Context: an optimization exercise on an open-source flow, tuned for small area and a short achievable clock period. The choices shown serve that exercise and are no tape-out recipe.
At most, simulation tests tie the RTL to the original design; equivalence was not proved.
Power figures rest on the tool's default switching activity, not on a simulated workload.

Setup of run D:
==> flow/design.v <==
module FpAlign (
    input  [31:0] iA,
    input  [31:0] iB,
    output        oLs,
    output [7:0]  oLe,
    output [22:0] oLf,
    output [24:0] oSal,      
    output        oSticky,   
    output        oSub
);
    wire [7:0]  a_e = iA[30:23];
    wire [7:0]  b_e = iB[30:23];
    wire [8:0]  d_ab = {1'b0, a_e} - {1'b0, b_e};
    wire [7:0]  d_ba = b_e - a_e;
    wire        e_eq = (a_e == b_e);
    wire        f_gt = iA[22:0] > iB[22:0];
    wire        a_larger = e_eq ? f_gt : !d_ab[8];
    wire [7:0]  d = d_ab[8] ? d_ba : d_ab[7:0];
    wire [31:0] l = a_larger ? iA : iB;
    wire [22:0] s_f = a_larger ? iB[22:0] : iA[22:0];
    assign oLs  = l[31];
    assign oLe  = l[30:23];
    assign oLf  = l[22:0];
    assign oSub = iA[31] ^ iB[31];
    wire   sez = (a_e == 8'b0) || (b_e == 8'b0);
    wire [24:0] x = {1'b1, s_f, 1'b0};
    assign oSal = (sez || d[7:5] != 3'b0) ? 25'b0 : (x >> d[4:0]);
    wire [22:0] mask;
    genvar i;
    generate
        for (i = 0; i < 23; i = i + 1) begin : g_mask
            assign mask[i] = (d >= i + 2);
        end
    endgenerate
    assign oSticky = !sez && (d <= 8'd47) && ((d >= 8'd25) || |(s_f & mask));
endmodule
module FpNorm (
    input         iV,        
    input         iLs,
    input  [7:0]  iLe,
    input  [22:0] iLf,
    input  [24:0] iSal,
    input         iSticky,
    input         iSub,
    output [31:0] oSum
);
    wire [25:0] lsh = {2'b01, iLf, 1'b0};
    wire [25:0] pre = lsh + ({1'b0, iSal} ^ {26{iSub}}) + (iSub & ~iSticky);
    reg [4:0] s;
    integer k;
    always @* begin
        s = 5'd31;
        for (k = 0; k < 26; k = k + 1)
            if (pre[k]) s = 25 - k;
    end
    wire [25:0] n5 = pre << s;
    wire [22:0] frac = n5[24:2];
    wire [7:0]  e    = iLe + 8'd1 - {3'b0, s};
    wire underflow = iLe[7] && ({3'b0, s} >= {1'b0, iLe[6:0]} + 8'd2);
    wire zero      = (pre == 26'b0);
    assign oSum = !iV                  ? 32'b0 :
                  (underflow || zero)  ? 32'b0 :
                  {iLs, e, frac};
endmodule
`timescale 1ns/10ps
module fp_adder_synth (data, value, row, clk, rst);
    output [31:0] data;
    input  [31:0] value;
    input  [31:0] row;
    input         clk;
    input         rst;
    wire        l_s;
    wire [7:0]  l_e;
    wire [22:0] l_f;
    wire [24:0] s_al;
    wire        s_sticky;
    wire        op_sub;
    FpAlign AL (.iA(value), .iB(row), .oLs(l_s), .oLe(l_e), .oLf(l_f),
                .oSal(s_al), .oSticky(s_sticky), .oSub(op_sub));
    reg         r_v;
    reg         r_ls;
    reg  [7:0]  r_le;
    reg  [22:0] r_lf;
    reg  [24:0] r_sal;
    reg         r_sticky;
    reg         r_sub;
    wire both_ez = (value[30:23] == 8'b0) && (row[30:23] == 8'b0);
    always @(posedge clk) begin
        r_v      <= rst && !both_ez;
        r_ls     <= l_s;
        r_le     <= l_e;
        r_lf     <= l_f;
        r_sal    <= s_al;
        r_sticky <= s_sticky;
        r_sub    <= op_sub;
    end
    wire [31:0] sum;
    FpNorm NM (.iV(r_v), .iLs(r_ls), .iLe(r_le), .iLf(r_lf), .iSal(r_sal),
               .iSticky(r_sticky), .iSub(r_sub), .oSum(sum));
    reg [31:0] data;
    always @(posedge clk) begin
        if (!rst)
            data <= 32'b0;
        else
            data <= sum;
    end
endmodule
Settings: LEC_CHECK=0, ABC_AREA=1, CAP_MARGIN=20, CORE_MARGIN=2, CORE_UTILIZATION=40, SLEW_MARGIN=20; clock period 12.5 ns.
standard.sh (not shown) runs the stock make flow with config.mk's settings and CLKGATE_MAP_FILE= SYNTH_SCRIPT=/design/flow/synth_recipe.tcl, a recipe that flattens the netlist after the stock synthesis.
==> flow/flow/run.sh <==
#!/bin/bash
# Standard synthesis and layout; the port buffers use plain buffers instead
# of the default delay cells, and timing repair aims for more setup slack.
set -euo pipefail
bash standard.sh BUFFER_PORTS_ARGS="-buffer_cell sky130_fd_sc_hd__buf_1" SETUP_SLACK_MARGIN=6.75 finish > standard.log 2>&1
The inputs of run C differ from those of run D as listed below.
--- a/flow/design.v
+++ b/flow/design.v
@@ -2,12 +2,13 @@
     input  [31:0] iA,
     input  [31:0] iB,
     output        oLs,
     output [7:0]  oLe,
     output [22:0] oLf,
     output [24:0] oSal,      
+    output        oKill,     
     output        oSticky,   
     output        oSub
 );
     wire [7:0]  a_e = iA[30:23];
     wire [7:0]  b_e = iB[30:23];
     wire [8:0]  d_ab = {1'b0, a_e} - {1'b0, b_e};
@@ -21,13 +22,14 @@
     assign oLs  = l[31];
     assign oLe  = l[30:23];
     assign oLf  = l[22:0];
     assign oSub = iA[31] ^ iB[31];
     wire   sez = (a_e == 8'b0) || (b_e == 8'b0);
     wire [24:0] x = {1'b1, s_f, 1'b0};
-    assign oSal = (sez || d[7:5] != 3'b0) ? 25'b0 : (x >> d[4:0]);
+    assign oSal  = x >> d[4:0];
+    assign oKill = sez || d[7:5] != 3'b0;
     wire [22:0] mask;
     genvar i;
     generate
         for (i = 0; i < 23; i = i + 1) begin : g_mask
             assign mask[i] = (d >= i + 2);
         end
@@ -37,18 +39,20 @@
 module FpNorm (
     input         iV,        
     input         iLs,
     input  [7:0]  iLe,
     input  [22:0] iLf,
     input  [24:0] iSal,
+    input         iKill,
     input         iSticky,
     input         iSub,
     output [31:0] oSum
 );
     wire [25:0] lsh = {2'b01, iLf, 1'b0};
-    wire [25:0] pre = lsh + ({1'b0, iSal} ^ {26{iSub}}) + (iSub & ~iSticky);
+    wire [24:0] sal = iKill ? 25'b0 : iSal;
+    wire [25:0] pre = lsh + ({1'b0, sal} ^ {26{iSub}}) + (iSub & ~iSticky);
     reg [4:0] s;
     integer k;
     always @* begin
         s = 5'd31;
         for (k = 0; k < 26; k = k + 1)
             if (pre[k]) s = 25 - k;
@@ -71,34 +75,37 @@
     input         rst;
     wire        l_s;
     wire [7:0]  l_e;
     wire [22:0] l_f;
     wire [24:0] s_al;
     wire        s_sticky;
+    wire        s_kill;
     wire        op_sub;
     FpAlign AL (.iA(value), .iB(row), .oLs(l_s), .oLe(l_e), .oLf(l_f),
-                .oSal(s_al), .oSticky(s_sticky), .oSub(op_sub));
+                .oSal(s_al), .oKill(s_kill), .oSticky(s_sticky), .oSub(op_sub));
     reg         r_v;
     reg         r_ls;
     reg  [7:0]  r_le;
     reg  [22:0] r_lf;
     reg  [24:0] r_sal;
     reg         r_sticky;
+    reg         r_kill;
     reg         r_sub;
     wire both_ez = (value[30:23] == 8'b0) && (row[30:23] == 8'b0);
     always @(posedge clk) begin
         r_v      <= rst && !both_ez;
         r_ls     <= l_s;
         r_le     <= l_e;
         r_lf     <= l_f;
         r_sal    <= s_al;
         r_sticky <= s_sticky;
+        r_kill   <= s_kill;
         r_sub    <= op_sub;
     end
     wire [31:0] sum;
-    FpNorm NM (.iV(r_v), .iLs(r_ls), .iLe(r_le), .iLf(r_lf), .iSal(r_sal),
+    FpNorm NM (.iV(r_v), .iLs(r_ls), .iLe(r_le), .iLf(r_lf), .iSal(r_sal), .iKill(r_kill),
                .iSticky(r_sticky), .iSub(r_sub), .oSum(sum));
     reg [31:0] data;
     always @(posedge clk) begin
         if (!rst)
             data <= 32'b0;
         else
==> summary.txt <==
The final layouts of run C and run D pass the timing, design-rule and antenna checks. In run C relative to run D, routed wire length had gone down slightly. Diff run D -> run C: highest fanout seen on the critical path +9, layout overhead on the synthesized area +2.6 points, final-layout clock buffer total ~0 delta, total design power +0.093 mW. Run C vs run D, highest-delay cell along the critical path: sky130_fd_sc_hd__nor2_2 vs sky130_fd_sc_hd__ha_1. Run C against run D: synthesized cell count went up, final area moved up.
For run C, only the layout was checked, not whether the RTL still works.

[port drivers added, routing unchanged]
Ports are ideal in the flow. The routed layouts listed here were re-timed in OpenROAD. Step 1 (the two cells are an assumption about what drives the block):
set clk [get_ports {clk}]
set_driving_cell -lib_cell sky130_fd_sc_hd__clkbuf_16 $clk
set_driving_cell -lib_cell sky130_fd_sc_hd__buf_2 [delete_from_list [all_inputs] $clk]
Step 2 adds t to the input delays and takes it off the output delays; t is the mean of the earliest and latest rising clock arrival at the registers after step 1. Input paths then give back, and output paths get back, about the clock's delay inside the block. Slacks: ideal ports / drivers / drivers and shift; pairs: ideal ports / drivers.
| run | t, ns | slack for setup (ns) | worst setup path at the end | latest minus earliest clock arrival (ns) | slew at the worst register clock pin (ns) |
|---|---|---|---|---|---|
| run D | 0.395 | 6.976 / 6.998 / 6.603 | input to register | 0.013 / 0.012 | 0.07 / 0.07 |
| run C | 0.393 | 6.936 / 6.960 / 6.567 | input to register | 0.010 / 0.011 | 0.07 / 0.07 |
After both steps every run listed still meets setup and hold. The setup slack of run D, which loses most, moves by +0.022 ns with the drivers and by -0.373 ns with both steps.
